This is an optimization exercise on Yosys and OpenROAD, whose aim is small area and a short achievable clock period, not a production implementation. No run shown here included a check of the RTL's function; only the layout flow was run. No activity file was given, so power comes from the tool's default toggle rates.

==> flow/design.v, too long to show whole: its modules and the start of the top module <==
// module Convolution_with_pipeline: 2236 lines
// module cv_fa: 4 lines
// module cv_g: 3 lines
// module cv_p: 3 lines
module Convolution_with_pipeline(clk, rst_n, in_valid, weight_valid, In_IFM_1, In_IFM_2, In_IFM_3, In_IFM_4, In_IFM_5, In_IFM_6, In_IFM_7, In_IFM_8, In_IFM_9, In_Weight_1, In_Weight_2, In_Weight_3, In_Weight_4, In_Weight_5, In_Weight_6, In_Weight_7, In_Weight_8, In_Weight_9, out_valid, Out_OFM);
  // ...
==> flow/flow/run.sh <==
#!/bin/bash
# The standard layout, with plain buffers on the ports instead of the
# delay cells buffer_ports picks by default. Each tool's log stays in orfs/logs;
# make's own output goes to standard.log.
set -euo pipefail
export BUFFER_PORTS_ARGS="-buffer_cell sky130_fd_sc_hd__buf_2"
export CTS_ARGS="-sink_clustering_enable -repair_clock_nets -dont_use_dummy_load -sink_clustering_size 20 -sink_clustering_max_diameter 100"
bash standard.sh > standard.log 2>&1
==> flow/standard.sh <==
#!/bin/bash
# synth_recipe.tcl (not shown) runs the flow's synth.tcl, then flattens the netlist and writes it again
# the make line also repeats each setting of config.mk as NAME=value (left out here)
make -C /OpenROAD-flow-scripts/flow DESIGN_CONFIG=/design/flow/config.mk WORK_HOME=/design/flow/orfs CLKGATE_MAP_FILE= SYNTH_SCRIPT=/design/flow/synth_recipe.tcl "${@:-finish}"
==> flow/config.mk <==
export PLATFORM = sky130hd
export DESIGN_NAME = Convolution_with_pipeline
export DESIGN_NICKNAME = Convolution_with_pipeline
export VERILOG_FILES = /design/flow/design.v
export SDC_FILE = /design/flow/constraint.sdc
export NUM_CORES = 4
export LEC_CHECK = 0
export CAP_MARGIN = 20
export CORE_MARGIN = 2
export CORE_UTILIZATION = 60
export PLACE_DENSITY = 0.75
export SETUP_SLACK_MARGIN = 2.1
export SLEW_MARGIN = 20
export SYNTH_HIERARCHICAL = 1
==> flow/constraint.sdc <==
create_clock -name core_clock -period 5.0 [get_ports {clk}]
set_input_delay 1.0000 -clock core_clock [delete_from_list [all_inputs] [get_ports {clk}]]
set_output_delay 1.0000 -clock core_clock [all_outputs]
set_load 0.01 [all_outputs]
==> summary.md, run 1 <==
| Metric | Value |
|---|---|
| Status | finished clean |
| First-pass GRT wire length | 102000 um |
| Mapped Area | 21400 um2 |
| Main combinational cell family by area after synthesis | adder cells |
| Top post-synthesis cells by area | fa_1 (51%), dfxtp_1 (29%), nand2_1 (10%) |
| Async SR Flop Fraction | 0.00968 |
| Max VDD drop | 0.788 mV |
| CP Cell Sequence | buf_16 -> buf_16 -> buf_6 -> mux2_4 -> nand2_2 -> fa_1 -> fa_2 -> fa_1 |
| Fill cells | 2440 |
| Global route hottest layer | met2 |
| WP depth | 8 |
| Flop pwr share | 0.243 |
| CP delay by family, top | adder cells |
| Share of cells above drive strength 1 | 0.290 |
| RR Startpoint | r1[75] |
| Setup WS post-layout | 1910 ps |
| Final hold vios | 0 |
| Clk root buf | clkbuf_16 |
| Top-area cell type share of the netlist area | 0.514 |
| Critical path endpoint category | flop |
| CTS resizes | 97 |
| Routed vias/inst | 6.09 |
| Register area | 6220 um2 |
| Regs by FF count | r1: 176 flops, r2: 39 flops, r3: 20 flops |
| Max-slew headroom | 0.633 |
| Top Metal Used | met4 |
==> inputs of run 2 (changes only) <==
--- a/flow/design.v
+++ b/flow/design.v
@@ -658,16 +658,35 @@
 wire G1262, P1263;
 wire G1264, P1265;
 wire G1266, P1267;
 wire G1268, P1269;
 wire G1270, P1271;
 wire G1272, P1273;
 wire G1274, P1275;
 wire G1276, P1277;
+wire x1278;
+wire x1279;
+wire x1280;
+wire x1281;
+wire x1282;
+wire x1283;
+wire x1284;
+wire x1285;
+wire x1286;
+wire x1287;
+wire x1288;
+wire x1289;
+wire x1290;
+wire x1291;
+wire x1292;
+wire x1293;
+wire x1294;
+wire x1295;
+wire x1296;
 reg [7:0] w0, w1, w2, w3, w4, w5, w6, w7, w8;
 always @(posedge clk) if (weight_valid) begin
   w0 <= In_Weight_1;
   w1 <= In_Weight_2;
   w2 <= In_Weight_3;
   w3 <= In_Weight_4;
   w4 <= In_Weight_5;
   w5 <= In_Weight_6;
@@ -2203,17 +2222,36 @@
 assign G1270 = G1262 | (P1263 & g1100);
 assign P1271 = P1263 & p1101;
 assign G1272 = G1264 | (P1265 & G1140);
 assign P1273 = P1265 & P1141;
 assign G1274 = G1266 | (P1267 & G1178);
 assign P1275 = P1267 & P1179;
 assign G1276 = G1268 | (P1269 & G1180);
 assign P1277 = P1269 & P1181;
-wire [19:0] sum1099 = {(p1139 ^ G1274), (p1137 ^ G1272), (p1135 ^ G1270), (p1133 ^ G1260), (p1131 ^ G1258), (p1129 ^ G1256), (p1127 ^ G1254), (p1125 ^ G1252), (p1123 ^ G1250), (p1121 ^ G1248), (p1119 ^ G1246), (p1117 ^ G1220), (p1115 ^ G1218), (p1113 ^ G1216), (p1111 ^ G1214), (p1109 ^ G1180), (p1107 ^ G1178), (p1105 ^ G1140), (p1103 ^ g1100), p1101};
+cv_x ux1278 (.a(p1103), .b(g1100), .y(x1278));
+cv_x ux1279 (.a(p1105), .b(G1140), .y(x1279));
+cv_x ux1280 (.a(p1107), .b(G1178), .y(x1280));
+cv_x ux1281 (.a(p1109), .b(G1180), .y(x1281));
+cv_x ux1282 (.a(p1111), .b(G1214), .y(x1282));
+cv_x ux1283 (.a(p1113), .b(G1216), .y(x1283));
+cv_x ux1284 (.a(p1115), .b(G1218), .y(x1284));
+cv_x ux1285 (.a(p1117), .b(G1220), .y(x1285));
+cv_x ux1286 (.a(p1119), .b(G1246), .y(x1286));
+cv_x ux1287 (.a(p1121), .b(G1248), .y(x1287));
+cv_x ux1288 (.a(p1123), .b(G1250), .y(x1288));
+cv_x ux1289 (.a(p1125), .b(G1252), .y(x1289));
+cv_x ux1290 (.a(p1127), .b(G1254), .y(x1290));
+cv_x ux1291 (.a(p1129), .b(G1256), .y(x1291));
+cv_x ux1292 (.a(p1131), .b(G1258), .y(x1292));
+cv_x ux1293 (.a(p1133), .b(G1260), .y(x1293));
+cv_x ux1294 (.a(p1135), .b(G1270), .y(x1294));
+cv_x ux1295 (.a(p1137), .b(G1272), .y(x1295));
+cv_x ux1296 (.a(p1139), .b(G1274), .y(x1296));
+wire [19:0] sum1099 = {x1296, x1295, x1294, x1293, x1292, x1291, x1290, x1289, x1288, x1287, x1286, x1285, x1284, x1283, x1282, x1281, x1280, x1279, x1278, p1101};
 reg [19:0] r3;
 always @(posedge clk) begin
   r3[0] <= sum1099[0];
   r3[1] <= sum1099[1];
   r3[2] <= sum1099[2];
   r3[3] <= sum1099[3];
   r3[4] <= sum1099[4];
   r3[5] <= sum1099[5];
@@ -2239,8 +2277,11 @@
 assign co = (a & b) | (a & c) | (b & c);
 endmodule
 module cv_g(input an, input bn, output g);
 assign g = ~(an | bn);
 endmodule
 module cv_p(input an, input bn, output p);
 assign p = an ^ bn;
 endmodule
+module cv_x(input a, input b, output y);
+assign y = a ^ b;
+endmodule
==> flow/config.mk (replaced) <==
export PLATFORM = sky130hd
export DESIGN_NAME = Convolution_with_pipeline
export DESIGN_NICKNAME = Convolution_with_pipeline
export VERILOG_FILES = /design/flow/design.v
export SDC_FILE = /design/flow/constraint.sdc
export NUM_CORES = 4
export LEC_CHECK = 0
export ABC_CLOCK_PERIOD_IN_PS = 1000
export CAP_MARGIN = 20
export CORE_MARGIN = 2
export CORE_UTILIZATION = 60
export PLACE_DENSITY = 0.75
export SETUP_SLACK_MARGIN = 2.1
export SLEW_MARGIN = 20
export SYNTH_HIERARCHICAL = 1
==> run 2 against run 1 <==
Compared with the run above:
- clock-buffer cell count stayed put
- largest power group unchanged
- sequential power is 0.9% higher
- global-route usage is 2.0 points lower
- largest cell class unchanged
- combinational power hardly changed
- still clean on timing, DRC and antenna
- critical path type unchanged
- fmax is 4.3% higher
==> summary.md, run 2 <==
| Metric | Value |
|---|---|
| Met2 Track Usage GR | 0.592 |
| Mapped Area | 21300 um2 (-0.47%) |
| Max-slew headroom | 0.566 (-0.0670) |
| DR pass1 iterations | 5 |
| Initial antenna violation count | 2 |
| Largest register FFs | 176 |
| Fmax | 338 MHz |
| Dpl cells | 2281 |
| Setup slack, reg-to-reg | 2110 ps |
| Max cap viols | 0 |
| Worst hold margin | 255 ps |
| GR Util met1 | 0.497 |
| IO Pins | 170 |
| Vias post-DR | 14400 |
| RR Endpoint | r2[13] |
| Drt wl/cell | 29.1 um |
| Cells after synthesis | 1707 |
| Nets | 2605 |
| Global route hottest layer | met2 |
| Max VDD drop | 0.811 mV (+2.9%) |
| Yosys top cell by area | fa_1 |
| CTS max path bufs | 3 |
| Commonest non-fill, non-tap cell in the layout | nand2_1 |
| Setup violators final | 0 |
| Syn Area/Cell | 12.5 um2 |
| Final Core Density | 0.709 |
| WP data arrival | 3360 ps |
| Worst-path clk slew | 80 ps |
| EDFF count, synth | 0 |
| Synth top cells by count | nand2_1 (581), fa_1 (549), dfxtp_1 (307), buf_1 (72), mux2_2 (72) |
| Sequential area share after synthesis | 0.292 |
| Crit path max fanout | 8 |
| Status | finished clean |
| Reg with most FFs | r1 |
| Regs by FF count | r1: 176 flops, r2: 39 flops, r3: 20 flops |
| Synthesis Warnings | 7 |
| Clock sinks | 310 |
| Async SR Flop Fraction | 0.00968 (unchanged) |
| Critical path endpoint category | flop |
| Setup WS post-layout | 2040 ps (+128 ps) |
| Number of global-route vias before repair | 15500 |
| PwrDens | 723 nW/um2 |
| ANT nets after route | 0 |
| Final hold vios | 0 (unchanged) |
| Core Footprint | 35200 um2 |
| Count leader, synth | nand2_1 |
| Fill cells | 2392 (-2.0%) |
| CTS buffer count | 19 |
| Most frequent cells in the layout | nand2_1 (517), fa_1 (400), dfxtp_1 (296) |
| RR Startpoint | r1[51] |
| WP data required | 5400 ps |
| Post-synth top flop | dfxtp_1 |
| Share of cells above drive strength 1 | 0.297 (+0.00736) |
| Die H | 192 um |
| Clk_skew | 25.6 ps |
| Port Buf Inserts | 168 |
| Die X | 192 um |
| Clk root buf | clkbuf_16 |
| Gr usage total | 0.372 |
| Period minus WS final | 2960 ps |
| GPL Wtd Cong | 0.939 |
| Pin count of the biggest net entering global routing | 21 |
| Fin crit share | 0.592 |
| CTS tree | yes |
| Fin. max-slew vios | 0 |
| Top post-synthesis cells by area | fa_1 (52%), dfxtp_1 (29%), nand2_1 (10%) |
| Top-area cell type share of the netlist area | 0.516 (+0.00241) |
| Non-Filler Instances | 2368 |
| Final WL | 69000 um |
| Reg2Reg Depth | 5 |
| Syn-to-layout area delta | 17.2% |
| Initial Util | 0.605 |
| Die ar. | 37000 um2 |
| Max H-tree Level | 1 |
| Hold Path Class | primary input to asynchronous set/reset pin |
| CP endpoint | r1[23] |
| Number of remaining DRC errors | 0 |
| Routed vias/inst | 6.09 (about the same) |
| Slew @ Worst Pin | 648 ps |
| Gr ovfl total | 0 |
| First-pass GRT wire length | 96800 um (-4.9%) |
| Unique cell type count in the Yosys netlist | 35 |
| Leakage power | 0.00939 uW |
| Detailed placement HPWL | 50500 um |
| Setup_tns | 0 ps |
| Grt met3 use | 0.0975 |
| Later-pin clock latency in the skew report | 540 ps |
| Worst slack, placed | 945 ps |
| 1st-iter DRT viols | 1370 |
| CP Class | primary input to flop |
| RSZ-0062 raised after global routing | yes |
| Startpoint class of the critical path | primary input |
| Number of synthesized register bits | 310 |
| Worst Setup SP | weight_valid |
| FP Rows | 69 |
[run 2: changes by cell type in the layout (fill, tap and decap cells not counted), moves of 8 or more]
cell,change
a21oi_1,-10
xor2_1,+13
xnor2_1,-11
mux2_2,+14
fa_2,-12
fa_1,+12
a21o_1,+9
dfxtp_1,-8
[run 2: logic make-up after synthesis]
family,share of synthesized area
AOI/OAI and AO/OA,0.0125
buffers and inverters,0.0152
muxes,0.0381
DFF,0.292
and+or+nand+nor,0.110
xor gates and xnor gates,0.0160
adders and majority gates,0.516
other,0.000353
[run 2: worst min-delay path by stage]
| stage | end | slack, ps | depth (start not counted) |
|---|---|---|---|
| after detailed placement | r2[2] | 310 | 0 |
| final | v3 | 250 | 1 |
| after global routing | v1 | 250 | 1 |
| after floorplan | r2[0] | 310 | 0 |
| after CTS | v1 | 250 | 1 |
| after global placement | r2[0] | 310 | 0 |
[run 2: layer usage]
layer  vias up  wire [um]
met5         -         14
met4         2       4400
met3       280       8560
met2      1092      31600
met1      7406      24400
li1       5651          -
[run 2: final cells by class]
type	instances	area, um2	share of cell area
Antenna cell	1	2.50	0.000100
Sequential cell	310	6240	0.250
Inverter	2	7.51	0.000301
Clock buffer	19	475	0.0190
Tap cell	461	577	0.0231
Multi-Input combinational cell	1377	16300	0.651
Timing Repair Buffer	198	1410	0.0566
[run 2: what timing repair did]
| item | 4_1_cts | 5_1_grt |
|---|---|---|
| gates resized for setup | 72 | 86 |
| endpoints found under the setup margin | 178 | 52 |
| gates cloned | 30 | 22 |
| buffers inserted | 13 | 2 |
| pin swaps | 41 | 48 |
| hold buffers | 0 | 0 |
[run 2: worst max-delay path, cell delays in order]
cell and delay, ps:
buf_16 150, buf_16 170, mux2_4 400, nand2_2 100
fa_1 450, fa_1 630, fa_1 450
[run 2: stage by stage]
stage                     total power, uW  instance area (um2)
after floorplan                     11700                22100
after global placement              15000                23100
after detailed placement            15600                23100
after CTS                           17500                24400
after global routing                19400                25000
final                               18000                25000
[run 2: power by group]
group          switching, uW  internal [uW]  total (uW)
combinational           6580           5570       12100
sequential               607           3750        4360
clock                    861            679        1540
total                   8050          10000       18000
[run 2: modules after synthesis (local to each module, per instance)]
module | area, um2 | cells inside | flops+latches
Convolution_with_pipeline | 9900 | 1100 | 310
cv_fa | 20.0 | 1 | 0
cv_p | 8.76 | 1 | 0
cv_x | 8.76 | 1 | 0
cv_g | 3.75 | 1 | 0

==> static timing again, ports no longer ideal <==
In the flow no input, the clock included, has a driving cell. The finished layouts below were timed again as built, in two steps.
Step 1 (the two cells are an assumption about what drives the block):
set clk [get_ports {clk}]
set_driving_cell -lib_cell sky130_fd_sc_hd__clkbuf_16 $clk
set_driving_cell -lib_cell sky130_fd_sc_hd__buf_2 [delete_from_list [all_inputs] $clk]
Step 2 moves the port delays by t, midway between the first and last clock arrival at a register: inputs arrive t later, outputs are due t later. That takes back most of the time a late clock gives input paths.
Slacks: no drivers / after step 1 / after step 2; pairs: no drivers / after step 1.
run | t, ns | setup WS [ns] | worst setup path at the end | slew at the worst register clock pin (ns) | pins driven straight from the clock port
run 1 | 0.577 | 1.911 / 1.771 / 1.194 | input to register | 0.09 / 0.09 | 1
run 2 | 0.581 | 2.039 / 1.703 / 1.122 | input to register | 0.10 / 0.10 | 1
After both steps setup and hold are still met in every run listed. For run 2, which loses most, drivers alone change the setup slack by -0.336 ns; drivers and shift together by -0.917 ns.
